From an optimization exercise on the open Yosys and OpenROAD flow, aimed at small area and a short achievable clock period; shortcuts taken in it are not production practice.
Where RTL was checked, it was by simulation tests only, not by an equivalence proof against the original.

==> inputs of run M <==
==> flow/design.v (excerpt) <==
module fir (
input [15:0] signal,
input clk,
output [15:0] out,
output [15:0] f1,
output [31:0] f2,f3,f4,
output [15:0] fo1
);
wire sign = signal[15];
wire expo_sign = signal[14];
wire [3:0] e = signal[13:10];
wire [11:0] w = {1'b1, signal[9:0], 1'b0};
wire [26:0] wl = {15'b0, w} << e;
wire [11:0] wr = w >> e;
wire left = expo_sign & (e != 4'd0);
wire zero = (signal == 16'b0);
wire [14:0] fv = zero ? 15'b0 : (left ? wl[16:2] : {3'b0, wr});
wire fz = (fv == 15'b0);
wire [15:0] mg = {sign & fz, fv};
wire [19:0] sx = {20{~sign}};
wire signed [15:0] xq_a = {1'b0, fv ^ {15{sign}}};
wire signed [15:0] xq_b = 16'sd0;
wire signed [15:0] xq;
add_sk_16 i_xq (.a(xq_a), .b(xq_b), .ci(sign), .s(xq));
wire signed [15:0] xin = {sign, xq[14:0]};
wire signed [19:0] nc_x = {1'b0, mg, 3'b0} ^ sx;
wire signed [19:0] nc_y = {4'b0, mg} ^ sx;
wire signed [19:0] nc_z = {18'b0, ~sign, 1'b0};
wire signed [19:0] nc_s = nc_x ^ nc_y ^ nc_z;
wire [19:0] nc_m = (nc_x & nc_y) | (nc_x & nc_z) | (nc_y & nc_z);
wire signed [19:0] nin_a = nc_s;
wire signed [19:0] nin_b = {nc_m[18:0], 1'b0};
wire signed [19:0] nin;
add_sk_20 i_nin (.a(nin_a), .b(nin_b), .ci(1'b0), .s(nin));
reg signed [15:0] x;
reg signed [19:0] n;           
always @(posedge clk) begin
  x <= xin;
  n <= nin;
end
wire signed [18:0] m5_a = n;
wire signed [18:0] m5_b = x <<< 2;
wire signed [18:0] m5;
add_sk_19 i_m5 (.a(m5_a), .b(m5_b), .ci(1'b0), .s(m5));
wire signed [19:0] m11_a = n;
wire signed [19:0] m11_b = ~(x <<< 1);
wire signed [19:0] m11;
add_sk_20 i_m11 (.a(m11_a), .b(m11_b), .ci(1'b1), .s(m11));
wire signed [21:0] m45_a = n <<< 2;
wire signed [21:0] m45_b = n;
wire signed [21:0] m45;
add_sk_22 i_m45 (.a(m45_a), .b(m45_b), .ci(1'b0), .s(m45));
reg signed [9:0] ndh;          
reg nz;                        
reg signed [18:0] m5d;         
reg signed [21:0] m45d;        
reg signed [19:0] m11d;        
reg signed [19:0] r4;          
always @(posedge clk) begin
  ndh <= n[19:10];
  nz <= ~|n[9:0];
  m5d <= m5;
  m45d <= m45;
  m11d <= m11;
  r4 <= {m5d, 1'b0};
end
wire signed [23:0] p205_a = m45d;
wire signed [23:0] p205_b = m5d <<< 5;
wire signed [23:0] p205;
add_bk_24 i_p205 (.a(p205_a), .b(p205_b), .ci(1'b0), .s(p205));
wire signed [24:0] c407_x = m11d <<< 5;
wire signed [24:0] c407_y = m45d;
wire signed [24:0] c407_z = m5d <<< 1;
wire signed [24:0] c407_s = c407_x ^ c407_y ^ c407_z;
  ...
clock: 30.0 ns
lec_check: 0
abc_area: 1
cap_margin: 20
core_margin: 2
core_utilization: 40
cts_cluster_diameter: 60
cts_cluster_size: 40
slew_margin: 20
standard.sh (not shown) runs the stock make flow with config.mk's settings and CLKGATE_MAP_FILE= SYNTH_SCRIPT=/design/flow/synth_recipe.tcl, a recipe that flattens the netlist after the stock synthesis.
==> flow/flow/run.sh <==
#!/bin/bash
# The standard layout (the standard.sh); the ports are buffered by flow/ports.tcl
# instead of by ORFS's own buffer_ports call.
bash standard.sh DONT_BUFFER_PORTS=1 POST_GLOBAL_PLACE_TCL="$PWD/flow/ports.tcl" finish > standard.log 2>&1
==> flow/flow/ports.tcl <==
# Port buffering, run right after global placement in place of ORFS's own
# buffer_ports: every input but the clock gets a buf_4, every output a buf_1.
buffer_ports -inputs -buffer_cell sky130_fd_sc_hd__buf_4
buffer_ports -outputs -buffer_cell sky130_fd_sc_hd__buf_1
==> run D (differences from run M) <==
==> flow/flow/run.sh (replaced) <==
#!/bin/bash
# The standard layout (the standard.sh), with the ports buffered by buf_1 cells.
bash standard.sh BUFFER_PORTS_ARGS="-buffer_cell sky130_fd_sc_hd__buf_1" finish > standard.log 2>&1
CORE_UTILIZATION = 55   (was 40)
PLACE_DENSITY = 0.7   (was default)
removed: flow/flow/ports.tcl
==> run R (differences from run M) <==
--- a/flow/design.v
+++ b/flow/design.v
@@ -61,25 +61,23 @@
 wire signed [19:0] m11_a = n;
 wire signed [19:0] m11_b = ~(x <<< 1);
 wire signed [19:0] m11;
 add_sk_20 i_m11 (.a(m11_a), .b(m11_b), .ci(1'b1), .s(m11));
 wire signed [21:0] m45_a = n <<< 2;
 wire signed [21:0] m45_b = n;
 wire signed [21:0] m45;
 add_sk_22 i_m45 (.a(m45_a), .b(m45_b), .ci(1'b0), .s(m45));
-reg signed [9:0] ndh;          
-reg nz;                        
+reg signed [19:0] nd;          
 reg signed [18:0] m5d;         
 reg signed [21:0] m45d;        
 reg signed [19:0] m11d;        
 reg signed [19:0] r4;          
 always @(posedge clk) begin
-  ndh <= n[19:10];
-  nz <= ~|n[9:0];
+  nd <= n;
   m5d <= m5;
   m45d <= m45;
   m11d <= m11;
   r4 <= {m5d, 1'b0};
 end
 wire signed [23:0] p205_a = m45d;
 wire signed [23:0] p205_b = m5d <<< 5;
 wire signed [23:0] p205;
@@ -97,20 +95,20 @@
 wire signed [24:0] c327_y = ~(m5d <<< 2);
 wire signed [24:0] c327_z = ~m5d;
 wire signed [24:0] c327_s = c327_x ^ c327_y ^ c327_z;
 wire [24:0] c327_m = (c327_x & c327_y) | (c327_x & c327_z) | (c327_y & c327_z);
 wire signed [24:0] p327_a = c327_s;
 wire signed [24:0] p327_b = {c327_m[23:0], 1'b1};
 wire signed [24:0] p327;
 add_bk_25 i_p327 (.a(p327_a), .b(p327_b), .ci(1'b1), .s(p327));
-wire signed [8:0]  t9   = ndh[9:1];
+wire signed [8:0]  t9   = nd[19:11];
 wire signed [8:0]  t11  = m11d[19:11];
 wire signed [8:0]  t10  = m5d[18:10];
-wire signed [9:0]  c18  = ~ndh;           wire z18  = nz;
+wire signed [9:0]  c18  = ~nd[19:10];     wire z18  = ~|nd[9:0];
 wire signed [11:0] c90  = ~m45d[21:10];   wire z90  = ~|m45d[9:0];
 wire signed [12:0] c205 = ~p205[23:11];   wire z205 = ~|p205[10:0];
 wire signed [13:0] c327 = ~p327[24:11];   wire z327 = ~|p327[10:0];
 wire signed [13:0] c407 = ~p407[24:11];   wire z407 = ~|p407[10:0];
 reg signed [8:0] v15;
 reg signed [9:0] v14;
 reg signed [9:0] v13;
 reg signed [10:0] v12;
==> flow/run.sh (new file) <==
#!/bin/bash
# synth_recipe.tcl (not shown) runs the flow's synth.tcl, then flattens the netlist and writes it again
# the make line also repeats each setting of config.mk as NAME=value (left out here)
make -C /OpenROAD-flow-scripts/flow DESIGN_CONFIG=/design/flow/config.mk WORK_HOME=/design/flow/orfs CLKGATE_MAP_FILE= SYNTH_SCRIPT=/design/flow/synth_recipe.tcl finish
CTS_CLUSTER_DIAMETER = default   (was 60)
CTS_CLUSTER_SIZE = default   (was 40)
removed: flow/flow/run.sh
removed: flow/flow/ports.tcl
removed: flow/standard.sh
==> results.txt <==
- Between run R and run M, the lower die area is in run M (gap about 0.8%, measured against run M).
- Between run M and run D, the lower worst setup slack is in run D (gap 0.48 ns).
- Between run R and run D, the lower via count is in run R (gap about 1.7%, measured against run D).
- Critical path depth, highest first: run M, run D, run R.
- Against run D, the register-to-register slack of run R is higher by 0.04 ns.
- Flip-flop and latch count is the same in run D and run M.
- Run R finished with timing, DRC and antenna clean. Run D passed the timing, design-rule and antenna checks. Run M completed without violations.
- Non-clock buffer count: run D > run R > run M.
- The lowest global-route usage belongs to run M, the highest to run D.


==> job 7826: inputs <==
==> flow/design.v <==
module fixed(
input [15:0] data,
output [15:0] fixed
);
wire sign,expo_sign;
wire [3:0] expo_value;
wire [9:0] value;
reg [14:0] fixed_value,v_abs;
assign sign = data[15];
assign expo_sign = data[14];
assign expo_value =data[13:10];
assign value = data[9:0];
always @ (*) begin
  if(data==16'b0) fixed_value<=0;
  else begin
    if(expo_value==0) fixed_value<={4'b0001,value,1'b0};
    else if(expo_sign) 
            fixed_value<={1'b1,value}<<(expo_value-1);
        else 
            fixed_value<={1'b1,value}>>(expo_value-1);
end
end
always @(*)
begin
  if(sign)
  v_abs=(fixed_value^16'hFFFF)+1;
  else v_abs=fixed_value;
end
assign fixed={sign,v_abs};
endmodule
module fir (
input [15:0] signal,
input clk, 
output [15:0] out,
output [15:0] f1,
output [31:0] f2,f3,f4,
output [15:0] fo1
);
parameter signed[15:0] A0 = 16'b1_1111_11111110111; 
parameter signed[15:0] A1 = 16'b1_1111_11111110101; 
parameter signed[15:0] A2 = 16'b1_1111_11111110110; 
parameter signed[15:0] A3 = 16'b0_0000_00000010010;
parameter signed[15:0] A4 = 16'b0_0000_00001011010;
parameter signed[15:0] A5 = 16'b0_0000_00011001101;
parameter signed[15:0] A6 = 16'b0_0000_00101000111;
parameter signed[15:0] A7 = 16'b0_0000_00110010111;
parameter signed[15:0] A8 = 16'b0_0000_00110010111;
parameter signed[15:0] A9 = 16'b0_0000_00101000111;
parameter signed[15:0] A10 = 16'b0_0000_00011001101;
parameter signed[15:0] A11 = 16'b0_0000_00001011010;
parameter signed[15:0] A12 = 16'b0_0000_00000010010;
parameter signed[15:0] A13 = 16'b1_1111_11111110110;
parameter signed[15:0] A14 = 16'b1_1111_11111110101;
parameter signed[15:0] A15 = 16'b1_1111_11111110111;
wire [15:0] fix;
fixed f(.data(signal),.fixed(fix));
reg signed[15:0] d0,d1,d2,d3,d4,d5,d6,d7,d8,d9,d10,d11,d12,d13,d14,d15;
reg signed[31:0] p0,p1,p2,p3,p4,p5,p6,p7,p8,p9,p10,p11,p12,p13,p14,p15;
wire [15:0] o1,o2,o3,o4,o5,o6,o7;
always@(posedge clk)
begin
  d0<=fix;
  d1<=d0;
  d2<=d1;
  d3<=d2;
  d4<=d3;
  d5<=d4;
  d6<=d5;
  d7<=d6;
  d8<=d7;
  d9<=d8;
  d10<=d9;
  d11<=d10;
  d12<=d11;
  d13<=d12;
  d14<=d13;
  d15<=d14;
end
always@(negedge clk)
begin
  p0<=A0*d0;
  p1<=A1*d1;
  p2<=A2*d2;
  p3<=A3*d3;
  p4<=A4*d4;
  p5<=A5*d5;
  p6<=A6*d6;
  p7<=A7*d7;
  p8<=A8*d8;
  p9<=A9*d9;
  p10<=A10*d10;
  p11<=A11*d11;
  p12<=A12*d12;
  p13<=A13*d13;
  p14<=A14*d14;
  p15<=A15*d15;
end
assign o1=p0[26:11]+p1[26:11]+p2[26:11]; 
assign o2=p3[26:11]+p4[26:11]+p5[26:11];
assign o3=p6[26:11]+p7[26:11]+p8[26:11];
assign o4=p9[26:11]+p10[26:11]+p11[26:11];
assign o5=p12[26:11]+p13[26:11]+p14[26:11];
assign o6=o1+o2+o3;
assign o7=o4+o5+p15[26:11];
assign out=o6+o7;
assign f1=d0;
assign f2=p0;
assign f3=p1;
assign f4=p2;
assign fo1=o1;
endmodule
==> flow/run.sh <==
#!/bin/bash
# synth_recipe.tcl (not shown) runs the flow's synth.tcl, then flattens the netlist and writes it again
# the make line also repeats each setting of config.mk as NAME=value (left out here)
make -C /OpenROAD-flow-scripts/flow DESIGN_CONFIG=/design/flow/config.mk WORK_HOME=/design/flow/orfs CLKGATE_MAP_FILE= SYNTH_SCRIPT=/design/flow/synth_recipe.tcl finish
==> flow/config.mk <==
export PLATFORM = sky130hd
export DESIGN_NAME = fir
export DESIGN_NICKNAME = fir
export VERILOG_FILES = /design/flow/design.v
export SDC_FILE = /design/flow/constraint.sdc
export NUM_CORES = 4
export LEC_CHECK = 0
export CAP_MARGIN = 20
export CORE_MARGIN = 2
export CORE_UTILIZATION = 40
export SLEW_MARGIN = 20
==> flow/constraint.sdc <==
create_clock -name core_clock -period 30.0 [get_ports {clk}]
set_input_delay 6.0000 -clock core_clock [delete_from_list [all_inputs] [get_ports {clk}]]
set_output_delay 6.0000 -clock core_clock [all_outputs]
set_load 0.01 [all_outputs]
==> inputs of job 7687, as changes to job 7826 <==
==> flow/design.v (replaced) <==
module fixed(
input [15:0] data,
output [15:0] fixed
);
wire sign = data[15];
wire expo_sign = data[14];
wire [3:0] expo_value = data[13:10];
wire [9:0] value = data[9:0];
reg [14:0] fixed_value;
always @(*) begin
  if (data == 16'b0) fixed_value = 15'b0;
  else if (expo_value == 4'd0) fixed_value = {4'b0001, value, 1'b0};
  else if (expo_sign) fixed_value = {4'b0000, 1'b1, value} << (expo_value - 4'd1);
  else fixed_value = {4'b0000, 1'b1, value} >> (expo_value - 4'd1);
end
wire [14:0] mag = sign ? (~fixed_value + 15'd1) : fixed_value;
assign fixed = {sign, mag};
endmodule
module fir (
input [15:0] signal,
input clk,
output [15:0] out,
output [15:0] f1,
output [31:0] f2,f3,f4,
output [15:0] fo1
);
wire [15:0] fix;
fixed f(.data(signal),.fixed(fix));
reg signed [15:0] x;
always @(posedge clk) x <= fix;
wire signed [18:0] x19 = x;
wire signed [19:0] x20 = x;
wire signed [18:0] p5   = (x19 <<< 2) + x19;
wire signed [19:0] p9   = (x20 <<< 3) + x20;
wire signed [19:0] p11  = p9 + (x20 <<< 1);
wire signed [21:0] p45  = (p5 <<< 3) + p5;
wire signed [23:0] p205 = p45 + (p5 <<< 5);
wire signed [24:0] p407 = (p45 <<< 3) + p45 + (x20 <<< 1);
wire signed [24:0] p327 = p407 - (p5 <<< 4);
wire signed [19:0] n9   = -p9;
wire signed [19:0] n11  = -p11;
wire signed [18:0] n5   = -p5;
wire signed [8:0]  t9   = n9[19:11];      
wire signed [8:0]  t11  = n11[19:11];     
wire signed [8:0]  t10  = n5[18:10];      
wire signed [9:0]  t18  = p9[19:10];      
wire signed [11:0] t90  = p45[21:10];     
wire signed [12:0] t205 = p205[23:11];    
wire signed [13:0] t327 = p327[24:11];    
wire signed [13:0] t407 = p407[24:11];    
reg signed [8:0]  s15;
reg signed [9:0]  s14;
reg signed [9:0]  s13;
reg signed [10:0] s12;
reg signed [12:0] s11;
reg signed [13:0] s10;
reg signed [14:0] s9;
reg signed [15:0] s8, s7, s6, s5, s4, s3, s2, s1;
reg signed [9:0]  u;
reg signed [19:0] r3;
reg signed [19:0] d10, r4;
always @(posedge clk) begin
  s15 <= t9;
  s14 <= t11  + s15;
  s13 <= t10  + s14;
  s12 <= t18  + s13;
  s11 <= t90  + s12;
  s10 <= t205 + s11;
  s9  <= t327 + s10;
  s8  <= t407 + s9;
  s7  <= t407 + s8;
  s6  <= t327 + s7;
  s5  <= t205 + s6;
  s4  <= t90  + s5;
  s3  <= t18  + s4;
  s2  <= t10  + s3;
  s1  <= t11  + s2;
  u   <= t11 + $signed(d10[19:11]);
  r3  <= n11;
  d10 <= {n5, 1'b0};
  r4  <= d10;
end
wire signed [15:0] t0 = t9;
assign out = t0 + s1;
assign fo1 = t0 + u;
assign f1 = x;
assign f2 = {{12{n9[19]}}, n9};
assign f3 = {{12{r3[19]}}, r3};
assign f4 = {{12{r4[19]}}, r4};
endmodule
==> qor summary <==
Outcome: job 7826 complete, no violations; job 7687 complete, no violations
Sequential fraction of the synthesis area: job 7826 20.0%; job 7687 26.3%
Worst stage delay on the critical path: job 7826 560 ps; job 7687 580 ps
Die area: job 7826 124000 µm²; job 7687 57700 µm²
Share of synthesized area spent on multiplexers: job 7826 1.25%; job 7687 1.44%
Number of flip-flops and latches in the synthesized netlist: job 7826 484; job 7687 293
Avg WL per Cell: job 7826 16.3 µm; job 7687 15.9 µm
RD Place Congestion: job 7826 0.888; job 7687 0.867
Post-Synthesis Net Count: job 7826 6432; job 7687 2846
Slew of the pin with the lowest slew margin: job 7826 1020 ps; job 7687 964 ps
Number of ordinary and repair buffers in the finished layout: job 7826 168; job 7687 178
Worst Slack Setup Final: job 7826 359 ps; job 7687 16600 ps
Final Cell Area: job 7826 54700 µm²; job 7687 25600 µm²
Total number of tap cells: job 7826 1612; job 7687 748
Metal3 WL: job 7826 5730 µm; job 7687 1900 µm
Synth Area in XOR/XNOR: job 7826 5.81%; job 7687 15.5%
Cell Area, Placed: job 7826 51800 µm²; job 7687 24500 µm²
Clock latency of the later-clocked register in the worst-skew pair: job 7826 680 ps; job 7687 560 ps
Share of cell area taken by multi-input logic gates: job 7826 61.9%; job 7687 59.0%
Function not checked in job 7687: the RTL went through the layout flow alone.

[re-timing with driven ports]
The results above use ideal ports. As a check the final layouts listed here were re-extracted and re-timed, cells and wires unchanged. Step 1: set_driving_cell puts a clkbuf_16 on clk and a buf_2 on each other input, an assumption about the parent block. Step 2, shift: input delay + t, output delay - t, t = (earliest + latest rising clock arrival at the registers) / 2. This alone moves slack from input paths to output paths. Slacks: no drivers / after step 1 / after step 2; pairs: no drivers / after step 1.
| run | t, ns | setup slack, ns | worst hold slack (ns) | slew at the worst register clock pin (ns) |
|---|---|---|---|---|
| run M | 0.627 | 20.081 / 20.081 / 19.852 | 0.413 / 0.413 / 0.413 | 0.09 / 0.09 |
| run D | 0.637 | 19.599 / 19.629 / 18.992 | 0.415 / 0.415 / 0.415 | 0.09 / 0.09 |
| run R | 0.623 | 19.683 / 19.715 / 19.092 | 0.397 / 0.397 / 0.397 | 0.06 / 0.06 |
| job 7687 | 0.595 | 16.599 / 16.542 / 17.136 | 0.325 / 0.325 / 0.325 | 0.06 / 0.06 |
After both steps every run listed still meets setup and hold. The setup slack of run D, which loses most, moves by +0.030 ns with the drivers and by -0.607 ns with both steps.
